This design comes from an exercise in tuning for small area, a short achievable clock period and few clock cycles on the open sky130 flow, not from production work. Where RTL was checked, it was by simulation tests only, not by an equivalence proof against the original.

==> inputs of build 82 <==
// top
module top(clk, rst, start, x, y, z, mem_rdata, mem_addr, mem_wdata, mem_wen, done);
input clk, rst, start;
input [8:0] x, y, z;
input [31:0] mem_rdata;
output reg [8:0] mem_addr;
output reg [7:0] mem_wdata;
output reg mem_wen;
output reg done;
reg running;
reg fill;            
reg [3:0] fc;        
reg [4:0] s;         
reg [4:0] rho;       
reg [8:0] iaddr, faddr, waddr;
reg [7:0] wcnt;      
reg lastw;
wire idle = !running && !lastw;
wire st = idle && start;    
wire s_end = (s == 5'd16);
wire fill_end = (fc == 4'd13);
wire rfill = fill && !fill_end;
wire [3:0] rfc = fc + 4'd1;
wire [4:0] ns = (fill || s_end) ? 5'd0 : s + 5'd1;
wire [4:0] nrho = fill ? 5'd3 : (s_end ? rho + 5'd1 : rho);
reg fast, fast1, fast2, ld_now, ld_next, fl_next;
reg [3:0] fle;       
always @(posedge clk) begin
  if (rst) begin
    fast <= 1'b0; fast1 <= 1'b0; fast2 <= 1'b0; ld_now <= 1'b0; ld_next <= 1'b0; fl_next <= 1'b0; fle <= 4'd0;
  end else begin
    fast    <= st || (running && rfill && rfc != 4'd4 && rfc != 4'd9);
    fast1   <= running && rfill && rfc != 4'd4 && rfc != 4'd9 && rfc >= 4'd5;
    fast2   <= running && rfill && rfc != 4'd9 && rfc >= 4'd10;
    ld_now  <= running && !rfill && nrho <= 5'd15 &&
               (ns == 5'd0 || ns == 5'd4 || ns == 5'd8 || ns == 5'd12);
    ld_next <= st || (running && (rfill ? (rfc != 4'd3 && rfc != 4'd8) :
               ((ns == 5'd16 && nrho <= 5'd14) ||
                ((ns == 5'd3 || ns == 5'd7 || ns == 5'd11) && nrho <= 5'd15))));
    fl_next <= running && (rfill ? (rfc == 4'd3 || rfc == 4'd8) :
               (nrho == 5'd3 && (ns == 5'd0 || ns == 5'd1)));
    fle[0]  <= running && rfill && rfc == 4'd4;
    fle[1]  <= running && rfill && rfc == 4'd9;
    fle[2]  <= running && !rfill && nrho == 5'd3 && ns == 5'd1;
    fle[3]  <= running && !rfill && nrho == 5'd3 && ns == 5'd2;
  end
end
wire win_v = running && !fill &&
             (((s >= 5'd5) && rho >= 5'd3 && rho <= 5'd15) ||
              ((s == 5'd0) && rho >= 5'd4 && rho <= 5'd16));
reg [31:0] P;
reg [7:0] C [0:54];
integer n;
always @(posedge clk) begin
  P <= ld_now ? mem_rdata : {P[23:0], 8'h00};
  ...
export LEC_CHECK = 0
export CAP_MARGIN = 20
export CORE_MARGIN = 2
export CORE_UTILIZATION = 40
export CTS_CLUSTER_DIAMETER = 70
export CTS_CLUSTER_SIZE = 30
export SLEW_MARGIN = 20
export SYNTH_HIERARCHICAL = 1
create_clock -name core_clock -period 10.0 [get_ports {clk}]
standard.sh (not shown) runs the stock make flow with config.mk's settings and CLKGATE_MAP_FILE= SYNTH_SCRIPT=/design/flow/synth_recipe.tcl, a recipe that flattens the netlist after the stock synthesis.
==> flow/flow/run.sh <==
#!/bin/bash
set -euo pipefail
export BUFFER_PORTS_ARGS="-buffer_cell sky130_fd_sc_hd__buf_4"
bash standard.sh > standard.log 2>&1
==> inputs of trial 69, as changes to build 82 <==
--- a/flow/design.v
+++ b/flow/design.v
@@ -51,38 +51,37 @@
 reg [8:0] iaddr, faddr, waddr;
 reg [7:0] wcnt;      
 reg lastw;
 wire idle = !running && !lastw;
 wire st = idle && start;    
 wire s_end = (s == 5'd16);
 wire fill_end = (fc == 4'd13);
-wire rfill = fill && !fill_end;
-wire [3:0] rfc = fc + 4'd1;
+wire nfill = st || (fill && !fill_end);
+wire [3:0] nfc = st ? 4'd0 : fc + 4'd1;
 wire [4:0] ns = (fill || s_end) ? 5'd0 : s + 5'd1;
 wire [4:0] nrho = fill ? 5'd3 : (s_end ? rho + 5'd1 : rho);
-reg fast, fast1, fast2, ld_now, ld_next, fl_next;
+wire act = st || running;
+reg fast, ld_now, ld_next, fl_next;
 reg [3:0] fle;       
 always @(posedge clk) begin
   if (rst) begin
-    fast <= 1'b0; fast1 <= 1'b0; fast2 <= 1'b0; ld_now <= 1'b0; ld_next <= 1'b0; fl_next <= 1'b0; fle <= 4'd0;
+    fast <= 1'b0; ld_now <= 1'b0; ld_next <= 1'b0; fl_next <= 1'b0; fle <= 4'd0;
   end else begin
-    fast    <= st || (running && rfill && rfc != 4'd4 && rfc != 4'd9);
-    fast1   <= running && rfill && rfc != 4'd4 && rfc != 4'd9 && rfc >= 4'd5;
-    fast2   <= running && rfill && rfc != 4'd9 && rfc >= 4'd10;
-    ld_now  <= running && !rfill && nrho <= 5'd15 &&
+    fast    <= act && nfill && nfc != 4'd4 && nfc != 4'd9;
+    ld_now  <= act && !nfill && nrho <= 5'd15 &&
                (ns == 5'd0 || ns == 5'd4 || ns == 5'd8 || ns == 5'd12);
-    ld_next <= st || (running && (rfill ? (rfc != 4'd3 && rfc != 4'd8) :
+    ld_next <= act && (nfill ? (nfc != 4'd3 && nfc != 4'd8) :
                ((ns == 5'd16 && nrho <= 5'd14) ||
-                ((ns == 5'd3 || ns == 5'd7 || ns == 5'd11) && nrho <= 5'd15))));
-    fl_next <= running && (rfill ? (rfc == 4'd3 || rfc == 4'd8) :
+                ((ns == 5'd3 || ns == 5'd7 || ns == 5'd11) && nrho <= 5'd15)));
+    fl_next <= act && (nfill ? (nfc == 4'd3 || nfc == 4'd8) :
                (nrho == 5'd3 && (ns == 5'd0 || ns == 5'd1)));
-    fle[0]  <= running && rfill && rfc == 4'd4;
-    fle[1]  <= running && rfill && rfc == 4'd9;
-    fle[2]  <= running && !rfill && nrho == 5'd3 && ns == 5'd1;
-    fle[3]  <= running && !rfill && nrho == 5'd3 && ns == 5'd2;
+    fle[0]  <= act && nfill && nfc == 4'd4;
+    fle[1]  <= act && nfill && nfc == 4'd9;
+    fle[2]  <= act && !nfill && nrho == 5'd3 && ns == 5'd1;
+    fle[3]  <= act && !nfill && nrho == 5'd3 && ns == 5'd2;
   end
 end
 wire win_v = running && !fill &&
              (((s >= 5'd5) && rho >= 5'd3 && rho <= 5'd15) ||
               ((s == 5'd0) && rho >= 5'd4 && rho <= 5'd16));
 reg [31:0] P;
 reg [7:0] C [0:54];
@@ -90,21 +89,19 @@
 always @(posedge clk) begin
   P <= ld_now ? mem_rdata : {P[23:0], 8'h00};
   if (fast) begin
     C[0] <= mem_rdata[7:0];
     C[1] <= mem_rdata[15:8];
     C[2] <= mem_rdata[23:16];
     C[3] <= mem_rdata[31:24];
-    for (n = 4; n < 17; n = n + 1) C[n] <= C[n-4];
+    for (n = 4; n < 51; n = n + 1) C[n] <= C[n-4];
   end else begin
     C[0] <= P[31:24];
-    for (n = 1; n < 17; n = n + 1) C[n] <= C[n-1];
+    for (n = 1; n < 51; n = n + 1) C[n] <= C[n-1];
   end
-  for (n = 17; n < 34; n = n + 1) C[n] <= fast1 ? C[n-4] : C[n-1];
-  for (n = 34; n < 51; n = n + 1) C[n] <= fast2 ? C[n-4] : C[n-1];
   for (n = 51; n < 55; n = n + 1) C[n] <= C[n-1];
 end
 reg [31:0] F [0:3];
 always @(posedge clk) begin
   if (fle[0]) F[0] <= mem_rdata;
   if (fle[1]) F[1] <= mem_rdata;
   if (fle[2]) F[2] <= mem_rdata;
@@ -5502,15 +5499,15 @@
     end
     cnt <= cnt + {2'd0, push} - {2'd0, wr_next};
     if (push) wp <= wp + 2'd1;
     if (wr_next) rp <= rp + 2'd1;
   end
 end
 always @(posedge clk) begin
-  fill <= st || rfill; fc <= st ? 4'd0 : rfc; s <= ns; rho <= nrho;
+  fill <= nfill; fc <= nfc; s <= ns; rho <= nrho;
   if (st) wcnt <= 8'd0;
   else if (wr_next) wcnt <= wcnt + 8'd1;
   if (ld_next) iaddr <= iaddr + 9'd4;
   else if (idle) iaddr <= x;
   if (idle) faddr <= y;
   else if (fl_next) faddr <= faddr + 9'd4;
   if (idle) waddr <= z;
==> summary.txt <==
number of antenna violations at the first check in global routing 18; fraction of area in multi-input gates ~56%; Iteration-0 DRC Markers about 2,300; hold path endpoint C[51][0]; number of diodes 15; outcome complete, no violations; Register Area between 20,000 and 25,000 um^2; CP required around 11 ns
[end of results for build 82]
==> summary.txt <==
outcome complete, no violations; vias in the first global route 32,100; Register Area 20,100 um^2; HP Start C[50][2]; hold path endpoint C[51][2]; Iteration-0 DRC Markers between 2,000 and 3,000; Psw between 8 and 9 mW; number of antenna violations at the first check in global routing 34
[end of results for trial 69]
Testbench counts of build 82, summed over its fixed seeds: cycles 5,808.
The RTL of trial 69 was laid out without a check of its function.

-- port drivers added, routing unchanged --
The flow's constraints put no driver on any port. The routed layouts listed below were extracted and timed again, unchanged, in two steps. Step 1: set_driving_cell puts a clkbuf_16 on clk and a buf_2 on each other input, an assumption about the parent block. Step 2 times the ports against the registers' clock, not the clock port: input delays grow and output delays shrink by t, the midpoint of the rising clock arrivals with the driver on. Three values: no drivers, after step 1, after step 2; two values: the first two.
| run | t (ns) | setup WS [ns] | hold WS [ns] |
|---|---|---|---|
| build 82 | 0.748 | 6.604 / 6.604 / 6.558 | 0.340 / 0.340 / 0.340 |
| trial 69 | 0.756 | 6.580 / 6.580 / 6.580 | 0.337 / 0.337 / 0.337 |
After both steps setup and hold are still met in every run listed. For build 82, which loses most, drivers alone change the setup slack by 0.000 ns; drivers and shift together by -0.046 ns.
